Source: an optimization exercise on an open RTL-to-GDS flow (aim: small area). Production flows keep margins and buffers that such runs may drop. RTL that was checked went through simulation tests only; none was proved equivalent to the original. No functional check of the RTL was part of runs 2, 3 and 6. Power and IR drop assume default switching activity.

==> design/flow/design.v <==
`timescale 1 ns / 1 ps
module pit_sv #(
    parameter integer C_S_AXI_ADDR_WIDTH = 4
)
(
    input logic                             s_axi_aclk,
    input logic                             s_axi_aresetn,
    input logic                             s_axi_awvalid,
    output logic                            s_axi_awready,
    input logic [C_S_AXI_ADDR_WIDTH-1:0]    s_axi_awaddr,
    input logic [2:0]                       s_axi_awprot,
    input logic                             s_axi_wvalid,
    output logic                            s_axi_wready,
    input logic [31:0]                      s_axi_wdata,
    input logic [3:0]                       s_axi_wstrb,
    output logic                            s_axi_bvalid,
    input logic                             s_axi_bready,
    output logic [1:0]                      s_axi_bresp,
    input logic                             s_axi_arvalid,
    output logic                            s_axi_arready,
    input logic [C_S_AXI_ADDR_WIDTH-1:0]    s_axi_araddr,
    input logic [2:0]                       s_axi_arprot,
    output logic [31:0]                     s_axi_rdata,
    output logic [1:0]                      s_axi_rresp,
    output logic                            s_axi_rvalid,
    input logic                             s_axi_rready,
    output logic                            irq
);
logic rst;
logic w_hs, w_resp, r_hs, r_resp;
logic ctrl_z, dly_z, cnt_z;           
logic [31:0] ctrl, dly, cnt;
assign rst = !s_axi_aresetn;
assign s_axi_awready = w_hs;
assign s_axi_wready  = w_hs;
assign s_axi_bvalid  = w_resp;
assign s_axi_arready = r_hs;
assign s_axi_rvalid  = r_resp;
assign s_axi_bresp = 2'b00;
assign s_axi_rresp = 2'b00;
wire w_ctrl = w_hs && (s_axi_awaddr == 4'h0);
wire w_dly  = w_hs && (s_axi_awaddr != 4'h0);
wire w_cnt  = w_hs && (s_axi_awaddr == 4'h4);
wire en0 = ctrl[0] && !ctrl_z;
wire en1 = ctrl[1] && !ctrl_z;
wire zero = cnt_z || (cnt == 32'd1);
always_ff @(posedge s_axi_aclk) begin
    if (rst) begin
        w_hs <= 1'b0; w_resp <= 1'b0;
        r_hs <= 1'b0; r_resp <= 1'b0;
    end else begin
        w_hs   <= !w_hs && !w_resp && s_axi_awvalid && s_axi_wvalid;
        w_resp <= w_hs || (w_resp && !s_axi_bready);
        r_hs   <= !r_hs && !r_resp && s_axi_arvalid;
        r_resp <= r_hs || (r_resp && !s_axi_rready);
    end
end
always_ff @(posedge s_axi_aclk) begin
    if (w_ctrl) ctrl <= s_axi_wdata;
    if (w_dly)  dly  <= s_axi_wdata;
end
always_ff @(posedge s_axi_aclk) begin
    if (rst) begin
        ctrl_z <= 1'b1; dly_z <= 1'b1; cnt_z <= 1'b1;
    end else begin
        if (w_ctrl) ctrl_z <= 1'b0;
        if (w_dly)  dly_z  <= 1'b0;
        if (w_cnt || en0) cnt_z <= 1'b0;
    end
end
always_ff @(posedge s_axi_aclk) begin
    if (!r_resp)
        s_axi_rdata <= (s_axi_araddr == 4'h0) ? (ctrl_z ? 32'd0 : ctrl)
                                              : (dly_z  ? 32'd0 : dly);
end
always_ff @(posedge s_axi_aclk) begin
    if (w_cnt) cnt <= s_axi_wdata;
    else if (en0) cnt <= zero ? (dly_z ? 32'd0 : dly) : cnt - 32'd1;
end
always_ff @(posedge s_axi_aclk) begin
    if (rst) irq <= 1'b0;
    else if (!w_cnt && en0) begin
        if (zero) irq <= irq || en1;
        else irq <= 1'b0;
    end
end
endmodule
`timescale 1 ns / 1 ps
module pit #(
    parameter integer C_S_AXI_ADDR_WIDTH = 4
)
(
    input wire                              s_axi_aclk,
    input wire                              s_axi_aresetn,
    input wire                              s_axi_awvalid,
    output wire                             s_axi_awready,
    input wire [C_S_AXI_ADDR_WIDTH-1:0]     s_axi_awaddr,
    input wire [2:0]                        s_axi_awprot,
    input wire                              s_axi_wvalid,
    output wire                             s_axi_wready,
    input wire [31:0]                       s_axi_wdata,
    input wire [3:0]                        s_axi_wstrb,
    output wire                             s_axi_bvalid,
    input wire                              s_axi_bready,
    output wire [1:0]                       s_axi_bresp,
    input wire                              s_axi_arvalid,
    output wire                             s_axi_arready,
    input wire [C_S_AXI_ADDR_WIDTH-1:0]     s_axi_araddr,
    input wire [2:0]                        s_axi_arprot,
    output wire [31:0]                      s_axi_rdata,
    output wire [1:0]                       s_axi_rresp,
    output wire                             s_axi_rvalid,
    input wire                              s_axi_rready,
    output wire                             irq
);
	pit_sv 
        #(.C_S_AXI_ADDR_WIDTH(C_S_AXI_ADDR_WIDTH))
    pit_sv_inst (    
    .s_axi_aclk(s_axi_aclk),
    .s_axi_aresetn(s_axi_aresetn),
    .s_axi_awvalid(s_axi_awvalid),
    .s_axi_awready(s_axi_awready),
    .s_axi_awaddr(s_axi_awaddr),
    .s_axi_awprot(s_axi_awprot),
    .s_axi_wvalid(s_axi_wvalid),
    .s_axi_wready(s_axi_wready),
    .s_axi_wdata(s_axi_wdata),
    .s_axi_wstrb(s_axi_wstrb),
    .s_axi_bvalid(s_axi_bvalid),
    .s_axi_bready(s_axi_bready),
    .s_axi_bresp(s_axi_bresp),
    .s_axi_arvalid(s_axi_arvalid),
    .s_axi_arready(s_axi_arready),
    .s_axi_araddr(s_axi_araddr),
    .s_axi_arprot(s_axi_arprot),
    .s_axi_rdata(s_axi_rdata),
    .s_axi_rresp(s_axi_rresp),
    .s_axi_rvalid(s_axi_rvalid),
    .s_axi_rready(s_axi_rready),
    .irq(irq)
	);
endmodule
==> design/flow/constraint.sdc <==
create_clock -name core_clock -period 10.0 [get_ports {s_axi_aclk}]
set_input_delay 2.0000 -clock core_clock [delete_from_list [all_inputs] [get_ports {s_axi_aclk}]]
set_output_delay 2.0000 -clock core_clock [all_outputs]
set_load 0.01 [all_outputs]
==> design/flow/run.sh <==
#!/bin/bash
# synth_recipe.tcl (not shown) runs the flow's synth.tcl, then flattens the netlist and writes it again
# the make line also repeats each setting of config.mk as NAME=value (left out here)
make -C /OpenROAD-flow-scripts/flow DESIGN_CONFIG=/design/flow/config.mk WORK_HOME=/design/flow/orfs CLKGATE_MAP_FILE= SYNTH_SCRIPT=/design/flow/synth_recipe.tcl finish
==> design/flow/config.mk <==
export PLATFORM = sky130hd
export DESIGN_NAME = pit
export DESIGN_NICKNAME = pit
export VERILOG_FILES = /design/flow/design.v
export SDC_FILE = /design/flow/constraint.sdc
export NUM_CORES = 4
export LEC_CHECK = 0
export CAP_MARGIN = 20
export CORE_MARGIN = 2
export CORE_UTILIZATION = 40
export SLEW_MARGIN = 20
==> key figures, run 1 <==
Clocking
  • Post_cts resized: 0
  • Setup bufs post-CTS: 0
  • TritonCTS clock tree: built
  • Worst-Skew Late Latency: 0.42 ns
  • Root Buffer: clkbuf_16
  • H-tree depth: 4
  • Hold buffers post-CTS: 0
  • Clock Sinks: 136
  • Clk slew on worst S/H paths: 0.06 ns
  • Num CTS Buffers: 17
  • Worst-case clock buffer depth: 2

STA
  • Final Hold Vio Count: 0
  • Setup ws final: 5.91 ns
  • Crit path time final: 4.09 ns
  • Clock skew: 0.00672 ns
  • Setup TNS Final: 0 ns
  • Final Cycle Share: around 40%
  • Slew HR: 30.8%
  • Slew @ Worst Pin: 1.04 ns
  • RSZ-0062 raised after global routing: no
  • Pins Over Slew Limit: 0
  • Fmax: 245 MHz
  • Final setup viols: 0
  • Final hold slack: 0.451 ns

Hold path
  • Min-delay src: pit_sv_inst.r_hs
  • Worst min path class: reg -> reg

Routing
  • Routed wire per std cell: between 15 and 20 um
  • Post-route DRC: 0
  • Post-DRT Antenna Nets: 0
  • Drt pass-1 iters: 4
  • Drt total wl: 13500 um
  • Mean number of vias per cell: 5.47
  • Drt initial violations: 346
  • Via count: 4169

Yosys
  • Dominant cell type by area after synthesis: edfxtp_1
  • Yosys reg bits: 136
  • Async SR Flop Fraction: 0%
  • Most area-consuming cells after synthesis: edfxtp_1 64%, nand3_1 4.8%, nand2_1 3.8%
  • Post-synth EDFFs: 128
  • Post-Syn Area: 6020 um^2
  • Ys flop type: edfxtp_1
  • Post-synth cell types: 51
  • Top cells by count, synth: 128 x edfxtp_1, 61 x nand2_1, 58 x nand3_1
  • Cell count after synthesis: around 490
  • Top cell type's share of synthesized area: a little under two thirds
  • Synthesized area per cell: 12.4 um^2
  • Count leader, synth: edfxtp_1
  • Yosys warnings: 1
  • Register area share after synthesis: 66.5%

Cells and area
  • Layout fillers: 1301
  • Area growth syn-to-layout: 27.2%
  • Nets: 624
  • Ant. Diodes: 0
  • Post-route core utilization: 52.3%
  • Share of cells above drive strength 1: 8.82%
  • Finished Layout Cells: 762

Run
  • Max-cap viol count: 0

Die
  • Initial Util: 41.1%
  • Core Region: 14600 um^2
  • Die W: 127 um
  • I/O pin count: 99
  • Die height: about 130 um
  • Die area: 16000 um^2
  • Num rows: 44

Worst setup path
  • Crit Path Max Fanout: 22
  • Critical Path RT: 10.12 ns
  • Critical path launch point: s_axi_awaddr[1]
  • Signal arrival time at the worst endpoint: 4.21 ns
  • Reg2reg start: pit_sv_inst.cnt[10]
  • Critical path class: in -> reg
  • Crit end category: flip-flop
  • CP startpoint kind: input pin

Pwr
  • Peak VDD IR: 0.101 mV
  • Power Density: 181 nW/um^2
  • Switching power total: 270 uW
  • P_int: 1.12 mW
  • Switch share: 19.5%
  • Combinational Power Share: about 5.4%
  • Clock share of power: 48.2%
  • Static leakage: 2.52 nW
  • Part of the power in registers: 46.4%

Placed design
  • Cell count after placement: 730
  • Hpwl dp: between 8000 and 9000 um
  • Port bufs: 84
  • Post-Place Setup Slack: 5.46 ns
  • RD Place Congestion: approximately 0.87

Global routing
  • Global-route usage over all layers: 17.6%
  • Congestion Overflow GR: 0
  • Antenna violations before repair: 0
  • First-pass GRT wire length: 21700 um
  • Vias in the first global route: 4216
  • Largest net degree at the start of global routing: 66

Status
  • Status: finished clean
power by group through the flow:
stage               registers [mW]  logic [mW]  clock network (mW)
CTS                          0.644      0.0756               0.682
detailed placement           0.656      0.0751                   0
finish                       0.644      0.0744               0.669
global route                 0.646      0.0801               0.705
floorplan                    0.661      0.0208                   0
global placement             0.655      0.0742                   0
through the flow:
| step | instance area (um^2) | total power, mW |
|---|---|---|
| after floorplan | 6030 | 0.682 |
| after global placement | 7030 | 0.729 |
| after detailed placement | 7030 | 0.731 |
| after CTS | 7660 | 1.40 |
| after global routing | 7660 | 1.43 |
| final | 7660 | 1.39 |
final timing paths:
path / to / slack (ns) / cells after the start
setup reg to reg: pit_sv_inst.cnt[3] / 6.82 / 5
setup / recovery: pit_sv_inst.cnt[19] / 5.91 / 5
hold reg to reg: pit_sv_inst.r_hs / 0.45 / 1
hold / removal: pit_sv_inst.r_hs / 0.45 / 1
registers in the layout, indices dropped and copies added, names as in the netlist:
name                     flops
pit_sv_inst.w_resp           1
pit_sv_inst.cnt_z            1
pit_sv_inst.s_axi_rdata     32
pit_sv_inst.r_resp           1
pit_sv_inst.cnt             32
pit_sv_inst.r_hs             1
pit_sv_inst.irq              1
pit_sv_inst.dly             32
pit_sv_inst.w_hs             1
pit_sv_inst.dly_z            1
pit_sv_inst.ctrl_z           1
pit_sv_inst.ctrl            32
layout make-up:
class	instances	area [um^2]	share of cell area [%]
repair buffers	92	901	11.8
inverters	5	18.8	0.245
clock buffers	17	425	5.55
multi-input cells	313	1880	24.5
flip-flops and latches	136	4000	52.3
well taps	184	230	3.01
clock inverters	15	206	2.69
cell families (layout without fill, tap and decap cells):
| family | count (synthesis) | after routing | share of synthesized area, % |
|---|---|---|---|
| AND/OR/NAND/NOR | 198 | 198 | 16.8 |
| XOR/XNOR | 26 | 26 | 3.91 |
| other | 1 | 4 | 0.0623 |
| adder cells (fa/ha/maj) | 2 | 2 | 0.416 |
| AO/OA/AOI/OAI | 83 | 83 | 9.46 |
| flip-flops | 136 | 136 | 66.5 |
| buffers and inverters | 39 | 129 | 2.83 |
worst max-delay path, cell delays in order:
cell	delay [ns]
clkdlybuf4s50_1	0.43
nor3_1	0.24
nand3_1	0.74
nand2_1	0.61
o221ai_1	0.18
cell usage in the layout (no fill, tap or decap), types with 5 or more instances in the layout:
cell and n:
edfxtp_1 128, clkdlybuf4s50_1 84, nand2_1 61, nand3_1 58
o21ai_0 36, nor3_1 23, clkbuf_16 17, xnor2_1 16
nor2_1 14, o311ai_1 11, xor2_1 9, a221o_1 8
dfxtp_1 8, buf_4 8, o221ai_1 7, nand4b_1 5
bufinv_16 5
layer usage:
metal | part of all wire (%) | vias to the layer above | track usage [%]
li1 | - | 2037 | -
met1 | 45 | 2001 | 22.7
met2 | 48 | 108 | 28.4
met3 | 5.0 | 23 | 4.09
met4 | 2.0 | 0 | 8.02
met5 | 0 | - | 0
==> inputs of run 2 (changes only) <==
--- a/design/flow/design.v
+++ b/design/flow/design.v
@@ -29,7 +29,7 @@
 logic rst;
 logic w_hs, w_resp, r_hs, r_resp;
 logic ctrl_z, dly_z, cnt_z;           
-logic [31:0] ctrl, dly, cnt;
+logic [31:0] ctrl, dly;
 assign rst = !s_axi_aresetn;
 assign s_axi_awready = w_hs;
 assign s_axi_wready  = w_hs;
@@ -43,7 +43,6 @@
 wire w_cnt  = w_hs && (s_axi_awaddr == 4'h4);
 wire en0 = ctrl[0] && !ctrl_z;
 wire en1 = ctrl[1] && !ctrl_z;
-wire zero = cnt_z || (cnt == 32'd1);
 always_ff @(posedge s_axi_aclk) begin
     if (rst) begin
         w_hs <= 1'b0; w_resp <= 1'b0;
@@ -68,15 +67,30 @@
         if (w_cnt || en0) cnt_z <= 1'b0;
     end
 end
-always_ff @(posedge s_axi_aclk) begin
-    if (!r_resp)
-        s_axi_rdata <= (s_axi_araddr == 4'h0) ? (ctrl_z ? 32'd0 : ctrl)
-                                              : (dly_z  ? 32'd0 : dly);
-end
-always_ff @(posedge s_axi_aclk) begin
-    if (w_cnt) cnt <= s_axi_wdata;
-    else if (en0) cnt <= zero ? (dly_z ? 32'd0 : dly) : cnt - 32'd1;
-end
+logic [31:0] rdata_n;
+wire rd_c = !r_resp && (s_axi_araddr == 4'h0) && !ctrl_z;
+wire rd_d = !r_resp && (s_axi_araddr != 4'h0) && !dly_z;
+assign s_axi_rdata = ~rdata_n;
+always_ff @(posedge s_axi_aclk)
+    rdata_n <= ~(({32{rd_c}} & ctrl) | ({32{rd_d}} & dly) | ({32{r_resp}} & s_axi_rdata));
+logic [31:0] cnt_n;
+wire zero = cnt_z || (cnt_n == 32'hFFFF_FFFE);
+wire ld_w = w_cnt;                                
+wire ld_r = !w_cnt && en0 && zero && !dly_z;      
+wire dec  = !w_cnt && !(en0 && zero);             
+wire [32:0] brw;                                  
+assign brw[0] = !w_cnt && en0 && !zero;
+genvar i;
+generate for (i = 0; i < 32; i = i + 1) begin : g_cnt
+    assign brw[i+1] = brw[i] && cnt_n[i];
+end endgenerate
+wire ld = w_cnt || (en0 && zero);
+logic [31:0] cnt_nx;
+always_comb
+    for (int j = 0; j < 32; j++)
+        cnt_nx[j] = brw[j] ? !cnt_n[j] : (ld ? !((ld_w && s_axi_wdata[j]) || (ld_r && dly[j])) : cnt_n[j]);
+always_ff @(posedge s_axi_aclk)
+    cnt_n <= cnt_nx;
 always_ff @(posedge s_axi_aclk) begin
     if (rst) irq <= 1'b0;
     else if (!w_cnt && en0) begin
==> design/flow/flow/run.sh (new file) <==
#!/bin/bash
set -o pipefail
export BUFFER_PORTS_ARGS="-buffer_cell sky130_fd_sc_hd__buf_1"
export CTS_ARGS="-sink_clustering_enable -repair_clock_nets -dont_use_dummy_load -buf_list {sky130_fd_sc_hd__clkbuf_4 sky130_fd_sc_hd__clkbuf_8}"
bash standard.sh > standard.log 2>&1
==> design/flow/standard.sh (new file) <==
#!/bin/bash
# synth_recipe.tcl (not shown) runs the flow's synth.tcl, then flattens the netlist and writes it again
# the make line also repeats each setting of config.mk as NAME=value (left out here)
make -C /OpenROAD-flow-scripts/flow DESIGN_CONFIG=/design/flow/config.mk WORK_HOME=/design/flow/orfs CLKGATE_MAP_FILE= SYNTH_SCRIPT=/design/flow/synth_recipe.tcl "${@:-finish}"
removed: design/flow/run.sh
==> run 2 against run 1 <==
  * Clock skew increased by 0.013 ns
  * Global-route usage decreased by 0.73 points
  * Power decreased by 30%
  * Die area decreased by 9.4%
  * Register-to-register slack got worse by 0.22 ns
  * Critical path depth increased by 1
  * Core utilization decreased by 5.9 points
  * Worst setup slack got worse by 0.035 ns
  * Critical path type unchanged
  * Critical endpoint is now pit_sv_inst.cnt_n[31]
  * Largest power group is now sequential cells
==> key figures, run 2 <==
Yosys
  • Yosys warnings: 1 (unchanged)
  • Cell count after synthesis: 400 (-18%)
  • Synth Area in Adders: 0% (-0.42 points)
  • Ys flop type: edfxtp_1
  • Most area-consuming cells after synthesis: edfxtp_1 53%, dfxtp_1 15%, a222oi_1 6.6%
  • Synth Area in Simple Gates: 10.4% (-6.4 points)
  • Multiplexer area fraction after synthesis: 0% (unchanged)
  • Yosys reg bits: 136 (unchanged)
  • Top cell type's share of synthesized area: 53.0% (-11 points)
  • Synth Area in XOR/XNOR: 0% (-3.9 points)
  • Synthesized area per cell: 13.6 um^2 (+9.5%)
  • Dominant cell type by area after synthesis: edfxtp_1
  • Post-Syn Area: 5440 um^2 (-9.7%)
  • Combinational family with the most area after synthesis: compound AO/OA/AOI/OAI gates
  • Post-synth EDFFs: 96 (-25%)
  • Register area share after synthesis: 67.7% (+1.2 points)
  • Top cells by count, synth: 96 x edfxtp_1, 42 x nand2_1, 40 x dfxtp_1
  • Count leader, synth: edfxtp_1
  • Async SR Flop Fraction: 0% (unchanged)
  • Post-synth cell types: 44 (-14%)
  • Synth Area in Compound Gates: 16.5% (+7.0 points)

Global routing
  • Antenna violations before repair: 0 (unchanged)
  • Congestion Overflow GR: 0 (unchanged)
  • Largest net degree at the start of global routing: 37 (-44%)
  • First-pass GRT wire length: 18700 um (-14%)
  • Global-route usage over all layers: 16.8% (-0.73 points)
  • Vias in the first global route: 3592 (-15%)

Clocking
  • H-tree depth: 4 (unchanged)
  • Hold buffers post-CTS: 0 (unchanged)
  • TritonCTS clock tree: built
  • Root Buffer: clkbuf_8
  • Clock Sinks: 136 (unchanged)
  • Post_cts resized: 0 (unchanged)
  • Setup bufs post-CTS: 0 (unchanged)
  • Worst-Skew Late Latency: 0.43 ns (about the same)
  • Num CTS Buffers: 17 (unchanged)
  • Clk slew on worst S/H paths: 0.07 ns (about the same)
  • Worst-case clock buffer depth: 2 (unchanged)

STA
  • RSZ-0062 raised after global routing: no
  • Slew HR: 37.4% (+6.6 points)
  • Final Cycle Share: 41.2% (+0.35 points)
  • Final Hold Vio Count: 0 (unchanged)
  • Slew @ Worst Pin: 0.939 ns (-0.0992 ns)
  • Fmax: 243 MHz (-0.86%)
  • Final hold slack: 0.436 ns (-0.0148 ns)
  • Pins Over Slew Limit: 0 (unchanged)
  • Final setup viols: 0 (unchanged)
  • Setup TNS Final: 0 ns (unchanged)
  • Crit path time final: 4.12 ns (+0.0353 ns)
  • Clock skew: 0.0195 ns (+0.0128 ns)

Worst setup path
  • Critical path buffers and inverters: 2 (+1)
  • Critical path class: in -> reg
  • CP startpoint kind: input pin
  • Crit-path cells: buf_1 > and2_1 > and2_2 > a2111oi_4 > buf_4 > a221oi_1
  • Signal arrival time at the worst endpoint: 4.24 ns (+0.03 ns)
  • Crit end category: flip-flop
  • Crit Path Max Fanout: 33 (+50%)
  • Critical Path RT: 10.12 ns (about the same)
  • Worst path slowest cell: a2111oi_4
  • Worst stage delay on the critical path: 0.87 ns (+0.13 ns)
  • Critical path launch point: s_axi_awaddr[2]
  • Reg2reg start: pit_sv_inst.cnt_n[4]
  • CP top delay family: compound AO/OA/AOI/OAI gates

Cells and area
  • Layout fillers: 1241 (-4.6%)
  • Most frequent cells in the layout: 96 x edfxtp_1, 84 x buf_1, 42 x nand2_1, 40 x dfxtp_1, 39 x inv_1
  • Area growth syn-to-layout: 13.1%
  • Most common cell after layout, fill and taps aside: edfxtp_1
  • Share of cells above drive strength 1: 11.0% (+2.1 points)
  • Nets: 543 (-13%)
  • Ant. Diodes: 0 (unchanged)
  • Fin area: 6150 um^2 (-20%)
  • Post-route core utilization: 46.4% (-5.9 points)

Hold path
  • Worst min path class: reg -> reg
  • Min-delay src: pit_sv_inst.ctrl[21]

Placed design
  • Hpwl dp: 7720 um (-7.4%)
  • Placed Area: 5910 um^2 (-16%)
  • RD Place Congestion: 0.755 (-13%)
  • Port bufs: 84 (unchanged)

Routing
  • Via count: 3582 (-14%)
  • Post-DRT Antenna Nets: 0 (unchanged)
  • Drt pass-1 iters: 8 (+4)
  • Post-route DRC: 0 (unchanged)
  • Drt total wl: 11800 um (-13%)
  • Mean number of vias per cell: 5.43 (-0.80%)
  • Routed wire per std cell: 17.9 um (+0.99%)
  • Drt initial violations: 350 (+1.2%)

Pwr
  • P_int: 772 uW (-31%)
  • Switching power total: 205 uW (-24%)
  • Part of the power in registers: 63.0% (+17 points)
  • Combinational Power Share: 3.9% (-1.5 points)
  • Clock share of power: 33.0% (-15 points)
  • Switch share: 21.0% (+1.5 points)
  • Static leakage: 2.28 nW (-9.8%)
  • Total Power: 977 uW (-30%)
  • Power Density: 159 nW/um^2 (-12%)
  • Peak VDD IR: 0.120 mV (+18%)

Status
  • Status: finished clean

Die
  • Initial Util: 41.1% (-0.052 points)
  • I/O pin count: 99 (unchanged)
  • Num rows: 42 (-4.5%)
  • Core Region: 13200 um^2 (-9.6%)
  • Die W: 121 um (-4.8%)
  • Die height: 121 um (-4.8%)
  • Die area: 14500 um^2 (-9.4%)

Run
  • Max-cap viol count: 0 (unchanged)
run 2: changes by cell type in the layout (fill, tap and decap cells not counted), moves of 18 or more:
| cell | change |
|---|---|
| o21ai_0 | -27 |
| nand3_1 | -52 |
| nor3_1 | -19 |
| a222oi_1 | +36 |
| dfxtp_1 | +32 |
| nand2_1 | -19 |
| inv_1 | +35 |
| buf_1 | +84 |
| clkdlybuf4s50_1 | -84 |
| edfxtp_1 | -32 |
| a221oi_2 | +18 |
run 2: logic make-up after synthesis:
kind of cell	Yosys count
buf+inv	66
compound gates	91
flops	136
other cells	1
simple gates	106
run 2: power groups by stage:
stage               sequential, mW  clock [mW]  combinational (mW)
floorplan                    0.627           0              0.0185
global placement             0.628           0              0.0379
detailed placement           0.628           0              0.0391
CTS                          0.616       0.332              0.0393
global route                 0.616       0.353              0.0432
finish                       0.616       0.323              0.0386
run 2: worst paths after layout:
| path | to | slack (ns) | depth (start not counted) |
|---|---|---|---|
| hold / removal | pit_sv_inst.rdata_n[21] | 0.44 | 1 |
| setup reg to reg | pit_sv_inst.cnt_n[31] | 6.60 | 6 |
| hold reg to reg | pit_sv_inst.rdata_n[21] | 0.44 | 1 |
| setup / recovery | pit_sv_inst.cnt_n[31] | 5.88 | 6 |
run 2: worst reg2reg max path, cell delays in order, from the launching register on:
cell,delay [ns]
edfxtp_1,0.42
nand4_2,0.13
or4_1,0.68
or3_4,0.45
a2111oi_4,0.83
buf_4,0.46
a221oi_1,0.14
run 2: layout make-up:
type | instances | area [um^2] | area share (%)
Sequential cell | 136 | 3680 | 59.9
Multi-Input combinational cell | 201 | 1500 | 24.4
Timing Repair Buffer | 91 | 368 | 5.98
Clock buffer | 17 | 234 | 3.80
Tap cell | 176 | 220 | 3.58
Inverter | 39 | 146 | 2.38
run 2: per-layer routing:
metal	track usage, %	up-vias	share of wire (%)
met5	0	-	0
met4	5.31	0	1.0
met3	4.43	11	5.6
met2	27.0	99	47
met1	22.4	1741	47
li1	-	1731	-
run 2: through the flow:
step / instances / setup slack (ns)
6_report: 660 / 5.88
5_1_grt: 660 / 5.62
4_1_cts: 660 / 5.84
3_5_place_dp: 643 / 5.40
3_3_place_gp: 643 / 5.39
2_1_floorplan: 403 / 6.06
==> inputs of run 3 (changes only) <==
--- a/design/flow/design.v
+++ b/design/flow/design.v
@@ -81,16 +81,12 @@
 wire [32:0] brw;                                  
 assign brw[0] = !w_cnt && en0 && !zero;
 genvar i;
-generate for (i = 0; i < 32; i = i + 1) begin : g_cnt
+generate for (i = 0; i < 32; i = i + 2) begin : g_cnt
     assign brw[i+1] = brw[i] && cnt_n[i];
+    assign brw[i+2] = brw[i] && (cnt_n[i] && cnt_n[i+1]);
 end endgenerate
-wire ld = w_cnt || (en0 && zero);
-logic [31:0] cnt_nx;
-always_comb
-    for (int j = 0; j < 32; j++)
-        cnt_nx[j] = brw[j] ? !cnt_n[j] : (ld ? !((ld_w && s_axi_wdata[j]) || (ld_r && dly[j])) : cnt_n[j]);
 always_ff @(posedge s_axi_aclk)
-    cnt_n <= cnt_nx;
+    cnt_n <= ~(({32{ld_w}} & s_axi_wdata) | ({32{ld_r}} & dly) | ({32{dec}} & ~(cnt_n ^ brw[31:0])));
 always_ff @(posedge s_axi_aclk) begin
     if (rst) irq <= 1'b0;
     else if (!w_cnt && en0) begin
==> design/flow/flow/run.sh (replaced) <==
#!/bin/bash
set -o pipefail
export BUFFER_PORTS_ARGS="-buffer_cell sky130_fd_sc_hd__buf_1"
export CTS_ARGS="-sink_clustering_enable -repair_clock_nets -dont_use_dummy_load -buf_list {sky130_fd_sc_hd__clkbuf_4}"
bash standard.sh > standard.log 2>&1
==> run 3 against run 2 <==
  * Still clean
  * Sequential cell count unchanged
  * Largest cell class unchanged
  * Critical endpoint is now pit_sv_inst.rdata_n[16]
  * Clock-buffer cell count unchanged
  * Cell count increased by 4.5%
  * Critical path type unchanged
  * Global-route usage increased by 0.68 points
  * Synthesized cell count increased by 7.0%
  * Die area decreased by 1.1%
  * Core utilization decreased by 0.78 points
==> key figures, run 3 <==
Status
  • Status: finished clean

Clocking
  • TritonCTS clock tree: built
  • Worst-case clock buffer depth: 2 (unchanged)
  • Setup bufs post-CTS: 0 (unchanged)
  • Worst-Skew Late Latency: 0.52 ns (+0.09 ns)
  • H-tree depth: 4 (unchanged)
  • Clk slew on worst S/H paths: 0.10 ns (+0.03 ns)
  • Hold buffers post-CTS: 0 (unchanged)
  • Post_cts resized: 0 (unchanged)
  • Clock Sinks: 136 (unchanged)
  • Num CTS Buffers: 17 (unchanged)
  • Root Buffer: clkbuf_4

Cells and area
  • Fin area: 6020 um^2 (-2.1%)
  • Area growth syn-to-layout: 12.0%
  • Ant. Diodes: 0 (unchanged)
  • Most common cell after layout, fill and taps aside: buf_1
  • Nets: 589 (+8.5%)
  • Most frequent cells in the layout: 84 x buf_1, 72 x dfxtp_1, 64 x edfxtp_1, 54 x inv_1, 46 x a222oi_1
  • Layout fillers: 1228 (-1.0%)
  • Finished Layout Cells: 690 (+4.5%)
  • Share of cells above drive strength 1: 7.20% (-3.8 points)

STA
  • Final Hold Vio Count: 0 (unchanged)
  • Clock skew: 0.0244 ns (+0.00493 ns)
  • Slew @ Worst Pin: 0.988 ns (+0.0494 ns)
  • Final hold slack: 0.417 ns (-0.0193 ns)
  • Pins Over Slew Limit: 0 (unchanged)
  • Slew HR: 33.5% (-3.9 points)
  • Crit path time final: 3.80 ns (-0.318 ns)
  • Fmax: 263 MHz (+8.3%)
  • RSZ-0062 raised after global routing: no
  • Final Cycle Share: 38.0% (-3.2 points)
  • Setup TNS Final: 0 ns (unchanged)
  • Final setup viols: 0 (unchanged)

Global routing
  • Antenna violations before repair: 0 (unchanged)
  • First-pass GRT wire length: 19200 um (+2.4%)
  • Congestion Overflow GR: 0 (unchanged)
  • Vias in the first global route: 3663 (+2.0%)
  • Largest net degree at the start of global routing: 38 (+2.7%)
  • Global-route usage over all layers: 17.5% (+0.68 points)

Worst setup path
  • Worst path slowest cell: nor4_1
  • Critical Path RT: 10.35 ns (+0.23 ns)
  • Critical path class: in -> reg
  • Crit Path Max Fanout: 19 (-42%)
  • Crit end category: flip-flop
  • CP startpoint kind: input pin
  • Worst stage delay on the critical path: 0.84 ns (-0.03 ns)
  • Signal arrival time at the worst endpoint: 4.16 ns (-0.08 ns)
  • Crit-path cells: buf_1 > nor4_1 > nor3b_4 > buf_4 > a222oi_1

Routing
  • Mean number of vias per cell: 5.32 (-1.9%)
  • DR WL met2: 5540 um (+0.69%)
  • Routed wire per std cell: 17.4 um (-2.6%)
  • Drt pass-1 iters: 8 (unchanged)
  • Post-route DRC: 0 (unchanged)
  • Drt total wl: 12000 um (+1.9%)
  • Drt initial violations: 311 (-11%)
  • DR top layer: met4
  • Via count: 3673 (+2.5%)
  • Met3 WL: 672 um (+1.4%)
  • WL met1: 5580 um (+1.1%)
  • Post-DRT Antenna Nets: 0 (unchanged)

Placed design
  • Hpwl dp: 7620 um (-1.2%)
  • RD Place Congestion: 0.787 (+4.2%)
  • Port bufs: 84 (unchanged)
  • Cell count after placement: 672 (+4.5%)
  • Placed Area: 5860 um^2 (-0.87%)

Die
  • Die W: 120 um (-0.56%)
  • Core Region: 13200 um^2 (-0.40%)
  • Initial Util: 40.8% (-0.31 points)
  • Num rows: 42 (unchanged)
  • Die height: 120 um (-0.56%)
  • Die area: 14400 um^2 (-1.1%)
  • I/O pin count: 99 (unchanged)

Yosys
  • Top cell type's share of synthesized area: 35.8% (-17 points)
  • Most area-consuming cells after synthesis: edfxtp_1 36%, dfxtp_1 27%, a222oi_1 8.6%
  • Count leader, synth: dfxtp_1
  • Ys flop type: dfxtp_1
  • Post-Syn Area: 5380 um^2 (-1.2%)
  • Top cells by count, synth: 72 x dfxtp_1, 64 x edfxtp_1, 54 x inv_1
  • Synthesized area per cell: 12.6 um^2 (-7.6%)
  • Async SR Flop Fraction: 0% (unchanged)
  • Post-synth EDFFs: 64 (-33%)
  • Dominant cell type by area after synthesis: edfxtp_1
  • Yosys reg bits: 136 (unchanged)
  • Register area share after synthesis: 62.6% (-5.2 points)
  • Cell count after synthesis: 428 (+7.0%)
  • Post-synth cell types: 35 (-20%)
  • Yosys warnings: 1 (unchanged)

Pwr
  • Power Density: 170 nW/um^2 (+7.2%)
  • Total Power: 1.03 mW (+5.0%)
  • Static leakage: 2.43 nW (+6.6%)
  • Peak VDD IR: 0.0807 mV (-33%)

Hold path
  • Worst min path class: reg -> reg

Run
  • Max-cap viol count: 0 (unchanged)
-- run 3: cell count changes after synthesis, moves of 9 or more --
cell      before  now
edfxtp_1      96   64
ha_1           0   16
a222oi_1      36   46
a221oi_1       2   16
xnor2_1        0   16
a221oi_2      18    1
nand2_1       42   26
nand2b_1      10    0
a21oi_1       11    2
dfxtp_1       40   72
xor2_1         0   16
inv_1         39   54
o21ai_0        9   20
-- run 3: worst max-delay path, delay by kind of cell --
| family | cells | cell delay [ns] |
|---|---|---|
| AO/OA/AOI/OAI | 1 | 0.10 |
| AND/OR/NAND/NOR | 2 | 1.60 |
| buffers and inverters | 2 | 0.46 |
-- run 3: kinds of logic after synthesis --
family | synth area share [%]
flip-flops | 62.6
buffers and inverters | 6.28
AO/OA/AOI/OAI | 14.2
adder cells (fa/ha/maj) | 3.72
other | 0.0698
AND/OR/NAND/NOR | 7.75
XOR/XNOR | 5.21
multiplexers | 0.186
-- run 3: cell type report --
cell class | instances | area (um^2) | area share (%)
sequential | 136 | 3360 | 55.8
multi-input combinational | 215 | 1720 | 28.6
timing repair buffer | 92 | 388 | 6.44
tap | 176 | 220 | 3.66
inverter | 54 | 203 | 3.37
clock buffer | 17 | 128 | 2.12
-- run 3: where the power goes --
group / switching, mW / leakage (nW) / total, mW / internal, mW
clock network: 0.165 / 0.0782 / 0.242 / 0.0777
logic: 0.0573 / 1.17 / 0.117 / 0.0600
registers: 0.0401 / 1.17 / 0.666 / 0.626
-- run 3: final timing paths --
check | depth (start not counted) | slack (ns) | from | to
max | 5 | 6.20 | s_axi_araddr[1] | pit_sv_inst.rdata_n[16]
min | 1 | 0.42 | pit_sv_inst.ctrl[17] | pit_sv_inst.rdata_n[17]
max reg2reg | 9 | 7.61 | pit_sv_inst.cnt_n[5] | pit_sv_inst.cnt_n[17]
min reg2reg | 1 | 0.42 | pit_sv_inst.ctrl[17] | pit_sv_inst.rdata_n[17]
-- run 3: per-stage QoR --
step / utilization [%] / setup WS (ns)
final: 45.7 / 6.20
after global routing: 45.7 / 6.02
after CTS: 45.4 / 6.01
after detailed placement: 44.4 / 5.43
after global placement: 44.4 / 5.43
after floorplan: - / 6.06
-- run 3: layer usage --
metal	vias up	track usage (%)
met1	1778	22.9
met3	18	4.66
met5	-	0
met2	105	27.4
li1	1772	-
met4	0	7.35
==> inputs of run 4 (changes only) <==
--- a/design/flow/design.v
+++ b/design/flow/design.v
@@ -81,9 +81,14 @@
 wire [32:0] brw;                                  
 assign brw[0] = !w_cnt && en0 && !zero;
 genvar i;
-generate for (i = 0; i < 32; i = i + 2) begin : g_cnt
+generate for (i = 0; i < 32; i = i + 4) begin : g_cnt
+    wire p1 = cnt_n[i] && cnt_n[i+1];
+    wire p2 = p1 && cnt_n[i+2];
+    wire p3 = p2 && cnt_n[i+3];
     assign brw[i+1] = brw[i] && cnt_n[i];
-    assign brw[i+2] = brw[i] && (cnt_n[i] && cnt_n[i+1]);
+    assign brw[i+2] = brw[i] && p1;
+    assign brw[i+3] = brw[i] && p2;
+    assign brw[i+4] = brw[i] && p3;
 end endgenerate
 always_ff @(posedge s_axi_aclk)
     cnt_n <= ~(({32{ld_w}} & s_axi_wdata) | ({32{ld_r}} & dly) | ({32{dec}} & ~(cnt_n ^ brw[31:0])));
==> run 4 against run 3 <==
  * Critical path type unchanged
  * Worst hold slack better by 0.014 ns
  * Power down 5.0%
  * Non-clock buffer count unchanged
  * Sequential power down 5.3%
  * Via count down 3.5%
  * First-iteration DRC count up 31%
  * Register-to-register slack worse by 0.31 ns
  * Maximum frequency up 3.6%
  * Highest routed layer unchanged
==> key figures, run 4 <==
Clocking
  • Num CTS Buffers: 17 (unchanged)
  • Setup bufs post-CTS: 0 (unchanged)
  • Hold buffers post-CTS: 0 (unchanged)
  • TritonCTS clock tree: built
  • Post_cts resized: 0 (unchanged)
  • Root Buffer: clkbuf_4
  • Clk slew on worst S/H paths: 0.08 ns (-0.02 ns)
  • Clock Sinks: 136 (unchanged)
  • Worst-Skew Late Latency: 0.52 ns (about the same)
  • H-tree depth: 4 (unchanged)
  • Worst-case clock buffer depth: 2 (unchanged)

STA
  • Pins Over Slew Limit: 0 (unchanged)
  • Slew HR: 29.6% (-4.0 points)
  • Setup TNS Final: 0 ns (unchanged)
  • Final Cycle Share: 36.7% (-1.3 points)
  • Slew @ Worst Pin: 1.05 ns (+0.0664 ns)
  • Fmax: 272 MHz (+3.6%)
  • Clock skew: 0.0340 ns (+0.00951 ns)
  • Final setup viols: 0 (unchanged)
  • Crit path time final: 3.67 ns (-0.132 ns)
  • Final Hold Vio Count: 0 (unchanged)
  • RSZ-0062 raised after global routing: no
  • Final hold slack: 0.431 ns (+0.0138 ns)

Routing
  • Mean number of vias per cell: 5.47 (+2.7%)
  • Drt total wl: 11600 um (-3.3%)
  • Post-DRT Antenna Nets: 0 (unchanged)
  • Via count: 3544 (-3.5%)
  • Drt pass-1 iters: 10 (+2)
  • Routed wire per std cell: 17.9 um (+3.0%)
  • Drt initial violations: 406 (+31%)
  • Post-route DRC: 0 (unchanged)

Yosys
  • Register area share after synthesis: 64.9% (+2.3 points)
  • Most area-consuming cells after synthesis: edfxtp_1 37%, dfxtp_1 28%, a222oi_1 12%
  • Yosys reg bits: 136 (unchanged)
  • Post-synth EDFFs: 64 (unchanged)
  • Top cells by count, synth: 72 x dfxtp_1, 64 x edfxtp_1, 62 x a222oi_1
  • Yosys warnings: 1 (unchanged)
  • Count leader, synth: dfxtp_1
  • Async SR Flop Fraction: 0% (unchanged)
  • Post-Syn Area: 5180 um^2 (-3.6%)
  • Dominant cell type by area after synthesis: edfxtp_1
  • Top cell type's share of synthesized area: 37.1% (+1.3 points)
  • Synthesized area per cell: 13.3 um^2 (+5.8%)
  • Ys flop type: dfxtp_1
  • Cell count after synthesis: 390 (-8.9%)
  • Post-synth cell types: 44 (+26%)

Placed design
  • Hpwl dp: 7350 um (-3.6%)
  • Port bufs: 84 (unchanged)
  • RD Place Congestion: 0.787 (about the same)

Global routing
  • Antenna violations before repair: 0 (unchanged)
  • Largest net degree at the start of global routing: 38 (unchanged)
  • Congestion Overflow GR: 0 (unchanged)
  • Global-route usage over all layers: 17.6% (+0.049 points)
  • Vias in the first global route: 3646 (-0.46%)
  • First-pass GRT wire length: 19000 um (-0.72%)

Die
  • Die height: 118 um (-1.8%)
  • Initial Util: 41.1% (+0.31 points)
  • Die area: 13900 um^2 (-3.5%)
  • Die W: 118 um (-1.8%)
  • Core Region: 12600 um^2 (-4.3%)
  • I/O pin count: 99 (unchanged)
  • Num rows: 41 (-2.4%)

Cells and area
  • Most frequent cells in the layout: 84 x buf_1, 72 x dfxtp_1, 64 x edfxtp_1, 62 x a222oi_1, 44 x inv_1
  • Share of cells above drive strength 1: 7.77% (+0.57 points)
  • Nets: 543 (-7.8%)
  • Most common cell after layout, fill and taps aside: buf_1
  • Area growth syn-to-layout: 11.8%
  • Ant. Diodes: 0 (unchanged)

Worst setup path
  • Signal arrival time at the worst endpoint: 4.04 ns (-0.12 ns)
  • Crit end category: flip-flop
  • Critical Path RT: 10.36 ns (about the same)
  • Crit Path Max Fanout: 21 (+2)
  • Critical path class: in -> reg
  • CP startpoint kind: input pin

Run
  • Max-cap viol count: 0 (unchanged)

Pwr
  • Power Density: 168 nW/um^2 (-1.2%)
  • Total Power: 975 uW (-5.0%)
  • Static leakage: 2.22 nW (-8.4%)
  • Peak VDD IR: 0.108 mV (+34%)

Hold path
  • Worst min path class: reg -> reg

Status
  • Status: finished clean
## run 4: cell count changes in the layout (fill, tap and decap cells not counted), moves of 3 or more
cell	previous run	this run
nand2_1	26	9
o21ai_0	20	3
a222oi_1	46	62
a221oi_1	16	1
inv_1	54	44
ha_1	16	8
xor2_1	16	8
and2_1	3	6
nand3_1	3	6
nor3_2	1	4
xnor2_1	16	13
## run 4: area by class of cell
| cell class | count | area, um^2 |
|---|---|---|
| clock buffer | 17 | 128 |
| tap | 172 | 215 |
| timing repair buffer | 92 | 375 |
| multi-input combinational | 187 | 1540 |
| sequential | 136 | 3360 |
| fill | 1215 | 6830 |
| inverter | 44 | 165 |
## run 4: final timing paths
| path | end | cells past startpoint | from | slack (ns) |
|---|---|---|---|---|
| setup / recovery | pit_sv_inst.rdata_n[2] | 5 | s_axi_araddr[1] | 6.33 |
| hold / removal | pit_sv_inst.rdata_n[24] | 1 | pit_sv_inst.ctrl[24] | 0.43 |
| setup reg to reg | pit_sv_inst.cnt_n[1] | 6 | pit_sv_inst.cnt_n[6] | 7.30 |
| hold reg to reg | pit_sv_inst.rdata_n[24] | 1 | pit_sv_inst.ctrl[24] | 0.43 |
## run 4: report_power, final
group / internal [mW] / switching, mW / leakage [nW] / total, mW
clock: 0.0777 / 0.160 / 0.0782 / 0.238
sequential: 0.610 / 0.0204 / 1.17 / 0.631
combinational: 0.0450 / 0.0615 / 0.975 / 0.107
## run 4: worst max-delay path: stages
cell and delay [ns]:
buf_1 0.09, nor4_1 0.65, nor3b_2 0.77, buf_4 0.42
a222oi_1 0.10
## run 4: per-layer routing
layer / up-vias / global-route usage (%) / wire (um)
met5: - / 0 / 0
met4: 0 / 6.48 / 93
met3: 8 / 5.77 / 820
met2: 130 / 26.4 / 5210
met1: 1714 / 23.6 / 5490
li1: 1692 / - / -
## run 4: stage by stage
stage	setup slack [ns]	utilization [%]	instance area, um^2	std cells
final	6.33	45.9	5790	648
after global routing	6.15	45.9	5790	648
after CTS	6.31	45.9	5790	648
after detailed placement	5.71	44.9	5660	631
after global placement	5.75	44.9	5660	631
after floorplan	6.06	-	5190	393
## run 4: logic make-up (layout without fill, tap and decap cells)
group           Yosys count  after routing  synth area share (%)
flops                   136            136                  64.9
compound gates           82             82                  14.9
simple gates             72             72                  8.72
buf+inv                  70            153                  5.96
xor+xnor                 21             21                  3.55
fa+ha+maj                 8              8                  1.93
other cells               1              4                0.0724
==> inputs of run 5 (changes only) <==
==> design/flow/config.mk (replaced) <==
export PLATFORM = sky130hd
export DESIGN_NAME = pit
export DESIGN_NICKNAME = pit
export VERILOG_FILES = /design/flow/design.v
export SDC_FILE = /design/flow/constraint.sdc
export NUM_CORES = 4
export LEC_CHECK = 0
export CAP_MARGIN = 0
export CORE_MARGIN = 2
export CORE_UTILIZATION = 40
export SLEW_MARGIN = 0
==> run 5 against run 4 <==
  * Combinational power about the same
  * Largest cell class unchanged
  * First-iteration DRC count unchanged
  * Worst hold slack unchanged
==> key figures, run 5 <==
Status
  • Status: finished clean

Worst setup path
  • Crit end category: flip-flop
  • Worst stage delay on the critical path: 0.77 ns (about the same)
  • Critical path launch point: s_axi_araddr[1]
  • Reg2reg start: pit_sv_inst.cnt_n[6]
  • Worst path slowest cell: nor3b_2
  • Crit-path cells: buf_1 > nor4_1 > nor3b_2 > buf_4 > a222oi_1
  • Critical Path RT: 10.36 ns (about the same)
  • Crit Path Max Fanout: 21 (unchanged)
  • Signal arrival time at the worst endpoint: 4.04 ns (about the same)
  • Critical path class: in -> reg
  • CP startpoint kind: input pin

Yosys
  • Most area-consuming cells after synthesis: edfxtp_1 37%, dfxtp_1 28%, a222oi_1 12%
  • Register area share after synthesis: 64.9% (unchanged)
  • Top cells by count, synth: 72 x dfxtp_1, 64 x edfxtp_1, 62 x a222oi_1
  • Count leader, synth: dfxtp_1
  • Async SR Flop Fraction: 0% (unchanged)
  • Top cell type's share of synthesized area: 37.1% (unchanged)
  • Post-synth cell types: 44 (unchanged)
  • Yosys warnings: 1 (unchanged)
  • Yosys reg bits: 136 (unchanged)
  • Dominant cell type by area after synthesis: edfxtp_1
  • Synthesized area per cell: 13.3 um^2 (unchanged)
  • Cell count after synthesis: 390 (unchanged)
  • Post-Syn Area: 5180 um^2 (unchanged)
  • Post-synth EDFFs: 64 (unchanged)
  • Ys flop type: dfxtp_1

Pwr
  • Peak VDD IR: 0.108 mV (unchanged)
  • Static leakage: 2.22 nW (unchanged)
  • Power Density: 168 nW/um^2 (unchanged)

Global routing
  • Congestion Overflow GR: 0 (unchanged)
  • Vias in the first global route: 3646 (unchanged)
  • Global-route usage over all layers: 17.6% (unchanged)
  • Antenna violations before repair: 0 (unchanged)
  • First-pass GRT wire length: 19000 um (unchanged)
  • Largest net degree at the start of global routing: 38 (unchanged)

Routing
  • Routed wire per std cell: 17.9 um (unchanged)
  • DR top layer: met4
  • WL met1: 5490 um (unchanged)
  • Drt initial violations: 406 (unchanged)
  • Drt pass-1 iters: 10 (unchanged)
  • Via count: 3544 (unchanged)
  • Met3 WL: 820 um (unchanged)
  • Mean number of vias per cell: 5.47 (unchanged)
  • Drt total wl: 11600 um (unchanged)
  • Post-route DRC: 0 (unchanged)
  • DR WL met2: 5210 um (unchanged)
  • Post-DRT Antenna Nets: 0 (unchanged)

Die
  • Die area: 13900 um^2 (unchanged)
  • Initial Util: 41.1% (unchanged)
  • I/O pin count: 99 (unchanged)
  • Die height: 118 um (unchanged)
  • Die W: 118 um (unchanged)
  • Core Region: 12600 um^2 (unchanged)
  • Num rows: 41 (unchanged)

Cells and area
  • Register area: 3360 um^2 (unchanged)
  • Layout fillers: 1215 (unchanged)
  • Area growth syn-to-layout: 11.8% (unchanged)
  • Nets: 543 (unchanged)
  • Ant. Diodes: 0 (unchanged)
  • Finished Layout Cells: 648 (unchanged)
  • Most common cell after layout, fill and taps aside: buf_1
  • Share of cells above drive strength 1: 7.77% (unchanged)
  • Most frequent cells in the layout: 84 x buf_1, 72 x dfxtp_1, 64 x edfxtp_1, 62 x a222oi_1, 44 x inv_1
  • Area of the multi-input gates: 1540 um^2 (unchanged)

STA
  • Pins Over Slew Limit: 0 (unchanged)
  • Slew @ Worst Pin: 1.05 ns (unchanged)
  • Fmax: 272 MHz (unchanged)
  • Crit path time final: 3.67 ns (unchanged)
  • Final Hold Vio Count: 0 (unchanged)
  • Final setup viols: 0 (unchanged)
  • Clock skew: 0.0340 ns (unchanged)
  • Final Cycle Share: 36.7% (unchanged)
  • Setup TNS Final: 0 ns (unchanged)
  • Slew HR: 29.6% (unchanged)
  • RSZ-0062 raised after global routing: no

Placed design
  • RD Place Congestion: 0.787 (unchanged)
  • Hpwl dp: 7350 um (unchanged)
  • Port bufs: 84 (unchanged)
  • Cell count after placement: 631 (unchanged)

Clocking
  • Num CTS Buffers: 17 (unchanged)
  • Post_cts resized: 0 (unchanged)
  • Clock Sinks: 136 (unchanged)
  • Worst-case clock buffer depth: 2 (unchanged)
  • Root Buffer: clkbuf_4
  • Clk slew on worst S/H paths: 0.08 ns (about the same)
  • TritonCTS clock tree: built
  • Setup bufs post-CTS: 0 (unchanged)
  • Hold buffers post-CTS: 0 (unchanged)
  • H-tree depth: 4 (unchanged)
  • Worst-Skew Late Latency: 0.52 ns (about the same)

Run
  • Max-cap viol count: 0 (unchanged)

Hold path
  • Min-delay src: pit_sv_inst.ctrl[24]
  • Worst min path class: reg -> reg
## run 5: layer usage
metal / up-vias / track usage [%]
li1: 1692 / -
met1: 1714 / 23.6
met2: 130 / 26.4
met3: 8 / 5.77
met4: 0 / 6.48
met5: - / 0
## run 5: area by class of cell
type / count / area share, %
Inverter: 44 / 2.85
Timing Repair Buffer: 92 / 6.48
Multi-Input combinational cell: 187 / 26.7
Tap cell: 172 / 3.72
Clock buffer: 17 / 2.20
Sequential cell: 136 / 58.1
## run 5: kinds of logic after synthesis
kind of cell	share of synthesized area [%]
fa+ha+maj	1.93
compound gates	14.9
other cells	0.0724
simple gates	8.72
flops	64.9
buf+inv	5.96
xor+xnor	3.55
## run 5: critical path: cells and delay by family
kind            cells  cell delay [ns]
buf+inv             2             0.51
simple gates        2             1.42
compound gates      1             0.10
## run 5: final timing paths
path | end | slack, ns | depth (start not counted)
max | pit_sv_inst.rdata_n[2] | 6.33 | 5
min | pit_sv_inst.rdata_n[24] | 0.43 | 1
max reg2reg | pit_sv_inst.cnt_n[1] | 7.30 | 6
min reg2reg | pit_sv_inst.rdata_n[24] | 0.43 | 1
## run 5: per-stage QoR
stage | hold slack [ns] | cell area [um^2] | power, mW | utilization [%] | setup WS, ns
3_5_place_dp | 0.420 | 5660 | 0.750 | 44.9 | 5.71
5_1_grt | 0.447 | 5790 | 1.03 | 45.9 | 6.15
3_3_place_gp | 0.415 | 5660 | 0.747 | 44.9 | 5.75
4_1_cts | 0.432 | 5790 | 0.989 | 45.9 | 6.31
6_report | 0.431 | 5790 | 0.975 | 45.9 | 6.33
2_1_floorplan | 0.413 | 5190 | 0.714 | - | 6.06
## run 5: report_power, final
group	switching, mW	internal, mW	total, mW
registers	0.0204	0.610	0.631
logic	0.0615	0.0450	0.107
clock network	0.160	0.0777	0.238
total	0.242	0.733	0.975
==> inputs of run 6 (changes only) <==
--- a/design/flow/design.v
+++ b/design/flow/design.v
@@ -91,7 +91,7 @@
     assign brw[i+4] = brw[i] && p3;
 end endgenerate
 always_ff @(posedge s_axi_aclk)
-    cnt_n <= ~(({32{ld_w}} & s_axi_wdata) | ({32{ld_r}} & dly) | ({32{dec}} & ~(cnt_n ^ brw[31:0])));
+    cnt_n <= ~(({32{ld_w}} & s_axi_wdata) | ({32{ld_r}} & dly) | ({32{dec}} & ~(cnt_n | brw[31:0])) | brw[32:1]);
 always_ff @(posedge s_axi_aclk) begin
     if (rst) irq <= 1'b0;
     else if (!w_cnt && en0) begin
==> design/flow/flow/run.sh (replaced) <==
#!/bin/bash
# Layout flow: the standard flow (standard.sh) with three changes.
# - Synthesis is the standard synthesis script, except that ABC maps the
#   combinational logic with the area-oriented script flow/abc_area.script
#   and half adders are not extracted (ADDER_MAP_FILE empty). Registers are
#   mapped exactly as in the standard synthesis (ABC does not touch them).
# - Ports are buffered with the smallest buffer, sky130_fd_sc_hd__buf_1.
# - The clock tree uses clkbuf_4 and no dummy loads.
set -euo pipefail
HERE=$(pwd)
cat > my_synth.tcl <<EOT
proc abc {args} {
  set i [lsearch \$args -script]
  if {\$i >= 0} { lset args [expr {\$i + 1}] $HERE/flow/abc_area.script }
  yosys abc {*}\$args
}
source $HERE/synth_recipe.tcl
EOT
bash standard.sh SYNTH_SCRIPT=$HERE/my_synth.tcl ADDER_MAP_FILE= synth > synth.log 2>&1
export BUFFER_PORTS_ARGS="-buffer_cell sky130_fd_sc_hd__buf_1"
export CTS_ARGS="-sink_clustering_enable -repair_clock_nets -dont_use_dummy_load -buf_list {sky130_fd_sc_hd__clkbuf_4}"
bash standard.sh > standard.log 2>&1
==> design/flow/flow/abc_area.script (new file) <==
strash
dch
amap
==> design/flow/config.mk (replaced) <==
export PLATFORM = sky130hd
export DESIGN_NAME = pit
export DESIGN_NICKNAME = pit
export VERILOG_FILES = /design/flow/design.v
export SDC_FILE = /design/flow/constraint.sdc
export NUM_CORES = 4
export LEC_CHECK = 0
export CAP_MARGIN = 20
export CORE_MARGIN = 2
export CORE_UTILIZATION = 40
export SLEW_MARGIN = 20
==> run 6 against run 5 <==
  * Still clean
  * Sequential share of layout area up 1.9 points
  * Maximum frequency down 36%
  * Synthesized cell count down 0.77%
  * Non-clock buffer count unchanged
  * Sequential power about the same
  * First-iteration DRC count down 22%
  * Critical path type unchanged
==> key figures, run 6 <==
Global routing
  • Largest net degree at the start of global routing: 36 (-5.3%)
  • First-pass GRT wire length: 17600 um (-7.4%)
  • Global-route usage over all layers: 17.5% (-0.030 points)
  • Congestion Overflow GR: 0 (unchanged)
  • Antenna violations before repair: 0 (unchanged)
  • Vias in the first global route: 3523 (-3.4%)

Worst setup path
  • Critical path class: in -> reg
  • Worst stage delay on the critical path: 0.70 ns (-0.07 ns)
  • Crit Path Max Fanout: 34 (+62%)
  • Reg2reg start: pit_sv_inst.cnt_n[25]
  • Worst path slowest cell: nor4_1
  • Worst r2r path cells: 15 (+9)
  • Signal arrival time at the worst endpoint: 6.12 ns (+2.08 ns)
  • Critical path launch point: s_axi_awaddr[1]
  • Critical Path RT: 10.43 ns (+0.07 ns)
  • CP startpoint kind: input pin
  • Crit-path cells: buf_1 > or2_0 > nor2_1 > nand3_1 > clkinv_1 > buf_4 > nor2_1 > nand2_1 > nor4_1 > nor2b_1 > clkinv_1 > nor4_1 > clkinv_1 > nor2_1 > and2_0 > and3_1 > nor3_1 > nor3_1
  • Crit end category: flip-flop

STA
  • Final Cycle Share: 56.9% (+20 points)
  • Final Hold Vio Count: 0 (unchanged)
  • Final setup viols: 0 (unchanged)
  • Slew HR: 28.5% (-1.1 points)
  • Clock skew: 0.0292 ns (-0.00472 ns)
  • Fmax: 176 MHz (-36%)
  • RSZ-0062 raised after global routing: no
  • Final hold slack: 0.432 ns (+0.00122 ns)
  • Setup TNS Final: 0 ns (unchanged)
  • Crit path time final: 5.69 ns (+2.02 ns)
  • Pins Over Slew Limit: 0 (unchanged)
  • Slew @ Worst Pin: 1.07 ns (+0.0160 ns)

Routing
  • Post-DRT Antenna Nets: 0 (unchanged)
  • Drt total wl: 11000 um (-5.6%)
  • Drt initial violations: 318 (-22%)
  • Post-route DRC: 0 (unchanged)
  • Routed wire per std cell: 17.1 um (-4.6%)
  • Via count: 3546 (+0.056%)
  • Drt pass-1 iters: 5 (-5)
  • Mean number of vias per cell: 5.53 (+1.1%)

Yosys
  • Post-Syn Area: 4890 um^2 (-5.7%)
  • Ys flop type: dfxtp_1
  • Post-synth EDFFs: 64 (unchanged)
  • Top cells by count, synth: 72 x dfxtp_1, 64 x edfxtp_1, 43 x clkinv_1
  • Yosys warnings: 1 (unchanged)
  • Top cell type's share of synthesized area: 39.3% (+2.2 points)
  • Dominant cell type by area after synthesis: edfxtp_1
  • Yosys reg bits: 136 (unchanged)
  • Async SR Flop Fraction: 0% (unchanged)
  • Count leader, synth: dfxtp_1
  • Cell count after synthesis: 387 (-0.77%)
  • Most area-consuming cells after synthesis: edfxtp_1 39%, dfxtp_1 29%, a222oi_1 6.8%
  • Register area share after synthesis: 68.8% (+3.9 points)
  • Synthesized area per cell: 12.6 um^2 (-4.9%)
  • Post-synth cell types: 26 (-41%)

Pwr
  • Static leakage: 1.93 nW (-13%)
  • Part of the power in registers: 66.7% (+2.0 points)
  • Power Density: 168 nW/um^2 (-0.46%)
  • Switch share: 23.5% (-1.4 points)
  • P_int: 720 uW (-1.8%)
  • Clock share of power: 25.1% (+0.7 points)
  • Peak VDD IR: 0.0693 mV (-36%)
  • Combinational Power Share: 8.2% (-2.7 points)
  • Switching power total: 221 uW (-8.8%)

Hold path
  • WHS Path Cells: 1 (unchanged)
  • Worst min path class: reg -> reg
  • Min-delay src: pit_sv_inst.ctrl[16]

Clocking
  • Num CTS Buffers: 17 (unchanged)
  • Hold buffers post-CTS: 0 (unchanged)
  • Worst-case clock buffer depth: 2 (unchanged)
  • Post_cts resized: 0 (unchanged)
  • TritonCTS clock tree: built
  • Setup bufs post-CTS: 0 (unchanged)
  • Clock Sinks: 136 (unchanged)
  • H-tree depth: 4 (unchanged)
  • Clk slew on worst S/H paths: 0.10 ns (+0.02 ns)
  • Worst-Skew Late Latency: 0.50 ns (-0.02 ns)
  • Root Buffer: clkbuf_4

Die
  • Die height: 115 um (-2.8%)
  • Core Region: 12000 um^2 (-5.2%)
  • Num rows: 40 (-2.4%)
  • Initial Util: 40.9% (-0.19 points)
  • Die W: 115 um (-2.8%)
  • I/O pin count: 99 (unchanged)
  • Die area: 13100 um^2 (-5.5%)

Placed design
  • Cell count after placement: 623 (-1.3%)
  • RD Place Congestion: 0.772 (-2.0%)
  • Placed Area: 5450 um^2 (-3.8%)
  • Port bufs: 84 (unchanged)
  • Hpwl dp: 7020 um (-4.5%)

Status
  • Status: finished clean

Cells and area
  • Nets: 553 (+1.8%)
  • Area of the multi-input gates: 1390 um^2 (-10%)
  • Fin area: 5610 um^2 (-3.1%)
  • Most common cell after layout, fill and taps aside: buf_1
  • Post-route core utilization: 46.9% (+1.0 points)
  • Most frequent cells in the layout: 84 x buf_1, 72 x dfxtp_1, 64 x edfxtp_1, 43 x clkinv_1, 40 x nor3_1
  • Share of cells above drive strength 1: 6.28% (-1.5 points)
  • Ant. Diodes: 0 (unchanged)
  • Finished Layout Cells: 641 (-1.1%)
  • Layout fillers: 1092 (-10%)
  • Area growth syn-to-layout: 14.8%
  • Register area: 3360 um^2 (unchanged)

Run
  • Max-cap viol count: 0 (unchanged)
## run 6: power by group through the flow
stage	Clock, mW	Sequential, mW	Combinational [mW]
floorplan	0	0.638	0.0485
global route	0.271	0.631	0.0863
detailed placement	0	0.640	0.0769
CTS	0.246	0.628	0.0774
global placement	0	0.639	0.0750
finish	0.236	0.628	0.0769
## run 6: worst max-delay path, delay by kind of cell
family,cells,cell delay (ns)
simple gates,13,3.20
buf+inv,5,0.90
## run 6: final cells by class
type,count,area share (%)
inverters,43,2.88
flip-flops and latches,136,59.9
multi-input cells,206,24.7
well taps,147,3.28
clock buffers,17,2.27
repair buffers,92,6.91
## run 6: cell families (layout without fill, tap and decap cells)
group | count (synthesis) | in the layout | share of synthesized area (%)
simple gates | 110 | 110 | 11.8
compound gates | 92 | 92 | 15.3
other cells | 1 | 4 | 0.0767
buf+inv | 48 | 152 | 4.07
flops | 136 | 136 | 68.8
## run 6: path summary, 6_finish.rpt
kind / endpoint / slack [ns]
worst max-delay path: pit_sv_inst.cnt_n[27] / 4.31
worst min-delay path: pit_sv_inst.rdata_n[16] / 0.43
worst max register to register: pit_sv_inst.cnt_n[27] / 5.54
worst min register to register: pit_sv_inst.rdata_n[16] / 0.43
## run 6: metrics by stage
step	setup slack (ns)	total power [mW]
6_report	4.31	0.941
3_3_place_gp	3.89	0.714
2_1_floorplan	4.21	0.686
4_1_cts	4.37	0.951
3_5_place_dp	3.80	0.717
5_1_grt	3.87	0.988
## run 6: metal layers
metal	vias to the layer above	GRT usage, %	share of wire, %
li1	1733	-	-
met1	1700	23.1	47
met2	106	27.8	46
met3	7	5.61	6.0
met4	0	5.20	0.84
met5	-	0	0
==> inputs of run 7 (changes only) <==
--- a/design/flow/design.v
+++ b/design/flow/design.v
@@ -81,17 +81,11 @@
 wire [32:0] brw;                                  
 assign brw[0] = !w_cnt && en0 && !zero;
 genvar i;
-generate for (i = 0; i < 32; i = i + 4) begin : g_cnt
-    wire p1 = cnt_n[i] && cnt_n[i+1];
-    wire p2 = p1 && cnt_n[i+2];
-    wire p3 = p2 && cnt_n[i+3];
+generate for (i = 0; i < 32; i = i + 1) begin : g_cnt
     assign brw[i+1] = brw[i] && cnt_n[i];
-    assign brw[i+2] = brw[i] && p1;
-    assign brw[i+3] = brw[i] && p2;
-    assign brw[i+4] = brw[i] && p3;
 end endgenerate
 always_ff @(posedge s_axi_aclk)
-    cnt_n <= ~(({32{ld_w}} & s_axi_wdata) | ({32{ld_r}} & dly) | ({32{dec}} & ~(cnt_n | brw[31:0])) | brw[32:1]);
+    cnt_n <= ~(({32{ld_w}} & s_axi_wdata) | ({32{ld_r}} & dly) | ({32{dec}} & ~(cnt_n ^ brw[31:0])));
 always_ff @(posedge s_axi_aclk) begin
     if (rst) irq <= 1'b0;
     else if (!w_cnt && en0) begin
==> design/flow/flow/abc_area.script (replaced) <==
&get -n
&st
&dch -f
&nf -a
&put
==> run 7 against run 6 <==
  * Still clean on timing, DRC and antenna
  * Cell count decreased by 5.5%
  * Non-clock buffer count did not move
  * Wire length down 5.0%
  * Clock skew grew 0.0068 ns
  * First-iteration DRC count rose by 10%
  * Critical path type unchanged
==> key figures, run 7 <==
Status
  • Status: finished clean

Yosys
  • Most area-consuming cells after synthesis: edfxtp_1 40%, dfxtp_1 30%, a222oi_1 12%
  • Top cells by count, synth: 72 x dfxtp_1, 64 x edfxtp_1, 56 x a222oi_1
  • Top cell type's share of synthesized area: 39.5% (+0.23 points)
  • Synthesized area per cell: 13.8 um^2 (+9.3%)
  • Yosys warnings: 1 (unchanged)
  • Register area share after synthesis: 69.2% (+0.41 points)
  • Dominant cell type by area after synthesis: edfxtp_1
  • Ys flop type: dfxtp_1
  • Cell count after synthesis: 352 (-9.0%)
  • Yosys reg bits: 136 (unchanged)

Pwr
  • Combinational Power Share: 9.8% (+1.6 points)
  • Clock share of power: 23.8% (-1.3 points)
  • Total Power: 994 uW (+5.6%)
  • Switch share: 24.0% (+0.53 points)
  • P_int: 755 uW (+4.9%)
  • Part of the power in registers: 66.4% (-0.3 points)
  • Switching power total: 239 uW (+8.0%)
  • Peak VDD IR: 0.0552 mV (-20%)

Cells and area
  • Most frequent cells in the layout: 84 x buf_1, 72 x dfxtp_1, 64 x edfxtp_1, 56 x a222oi_1, 38 x clkinv_1
  • Layout fillers: 1105 (+1.2%)
  • Ant. Diodes: 0 (unchanged)

Die
  • I/O pin count: 99 (unchanged)
  • Initial Util: 40.8% (-0.070 points)
  • Core Region: 11900 um^2 (-0.42%)
  • Die height: 114 um (-0.28%)
  • Die W: 114 um (-0.28%)

Worst setup path
  • CP top delay family: simple AND/OR/NAND/NOR gates
  • Worst r2r path cells: 10 (-5)
  • Critical path class: in -> reg
  • Worst stage delay on the critical path: 0.83 ns (+0.13 ns)
  • Crit Path Max Fanout: 37 (+8.8%)
  • Crit-path cells: buf_1 > nand2_1 > nor4_2 > buf_4 > nor2_1 > nand4_1 > nor4_1 > buf_4 > nor4b_2 > nand4_1 > xnor2_1 > a222oi_1
  • Worst R2R Setup Slack: 6.38 ns (+0.84 ns)
  • Critical R2R Capture: pit_sv_inst.cnt_n[30]
  • Critical Path RT: 10.42 ns (about the same)
  • CP startpoint kind: input pin
  • Critical path buffers and inverters: 3 (-2)
  • Reg2reg start: pit_sv_inst.cnt_n[21]
  • Signal arrival time at the worst endpoint: 5.01 ns (-1.11 ns)
  • Worst path slowest cell: nor4b_2

Clocking
  • Worst-Skew Late Latency: 0.53 ns (+0.03 ns)
  • Num CTS Buffers: 17 (unchanged)
  • TritonCTS clock tree: built
  • Clock Sinks: 136 (unchanged)
  • H-tree depth: 4 (unchanged)
  • Root Buffer: clkbuf_4
  • Post_cts resized: 0 (unchanged)
  • Setup bufs post-CTS: 0 (unchanged)

Run
  • Max-cap viol count: 0 (unchanged)

Global routing
  • Global-route usage over all layers: 16.8% (-0.77 points)
  • Congestion Overflow GR: 0 (unchanged)

STA
  • Fmax: 218 MHz (+24%)
  • RSZ-0062 raised after global routing: no
  • Slew HR: 26.8% (-1.7 points)
  • Clock skew: 0.0361 ns (+0.00683 ns)
  • Final setup viols: 0 (unchanged)
  • Final Cycle Share: 45.9% (-11 points)
  • Crit path time final: 4.59 ns (-1.10 ns)
  • Final Hold Vio Count: 0 (unchanged)
  • Slew @ Worst Pin: 1.10 ns (+0.0259 ns)

Placed design
  • Hpwl dp: 6570 um (-6.5%)
  • Port bufs: 84 (unchanged)

Routing
  • Post-route DRC: 0 (unchanged)
  • Drt total wl: 10400 um (-5.0%)
  • Drt initial violations: 351 (+10%)
  • Mean number of vias per cell: 5.69 (+2.8%)
  • Routed wire per std cell: 17.2 um (+0.50%)

Hold path
  • Worst min path class: reg -> reg
  • Min-delay src: pit_sv_inst.ctrl[31]
  • Hold EP: pit_sv_inst.rdata_n[31]
==> run 7: worst max-delay path by stage <==
stage	cells after the start	slack [ns]	from	to
3_5_place_dp	12	4.84	s_axi_awaddr[2]	pit_sv_inst.cnt_n[31]
4_1_cts	12	5.40	s_axi_awaddr[2]	pit_sv_inst.cnt_n[31]
5_1_grt	12	5.08	s_axi_awaddr[2]	pit_sv_inst.cnt_n[30]
3_3_place_gp	12	4.93	s_axi_awaddr[2]	pit_sv_inst.cnt_n[31]
6_report	12	5.41	s_axi_awaddr[2]	pit_sv_inst.cnt_n[30]
2_1_floorplan	4	3.46	s_axi_awaddr[0]	pit_sv_inst.cnt_n[31]
==> run 7: through the flow <==
stage	hold slack, ns	cells	setup slack (ns)	cell area [um^2]
after floorplan	0.425	355	3.46	4870
after global placement	0.418	589	4.93	5430
after detailed placement	0.435	589	4.84	5430
after CTS	0.421	606	5.40	5560
after global routing	0.448	606	5.08	5560
final	0.424	606	5.41	5560
==> run 7: area by class of cell <==
type / count / area (um^2) / area share, %
inverter: 38 / 143 / 2.57
sequential: 136 / 3360 / 60.5
timing repair buffer: 92 / 375 / 6.75
multi-input combinational: 176 / 1370 / 24.6
clock buffer: 17 / 128 / 2.30
tap: 147 / 184 / 3.31
==> run 7: routing by layer <==
| metal | vias up | wire length, um | GRT usage [%] |
|---|---|---|---|
| li1 | 1657 | - | - |
| met1 | 1661 | 4730 | 21.3 |
| met2 | 120 | 5010 | 27.5 |
| met3 | 8 | 590 | 5.51 |
| met4 | 0 | 82 | 4.88 |
| met5 | - | 0 | 0 |
==> run 7: cell families after synthesis <==
| logic type | after synthesis | synth area share, % |
|---|---|---|
| other | 1 | 0.0772 |
| xor gates and xnor gates | 18 | 3.24 |
| buffers and inverters | 43 | 3.71 |
| AOI/OAI and AO/OA | 93 | 17.0 |
| DFF | 136 | 69.2 |
| and+or+nand+nor | 61 | 6.77 |
==> run 7: power groups by stage <==
stage | Combinational [mW] | Clock [mW] | Sequential (mW)
after floorplan | 0.0702 | 0 | 0.667
after global placement | 0.0957 | 0 | 0.670
after detailed placement | 0.0976 | 0 | 0.671
after CTS | 0.0986 | 0.246 | 0.659
after global routing | 0.110 | 0.272 | 0.666
final | 0.0972 | 0.237 | 0.660

Setup slack of run 7, layout unchanged: 5.409 ns with ideal ports, 5.420 ns with driving cells assumed (clock clkbuf_16, inputs buf_2), 4.873 ns with port delays also shifted by the 0.547 ns mid clock arrival.
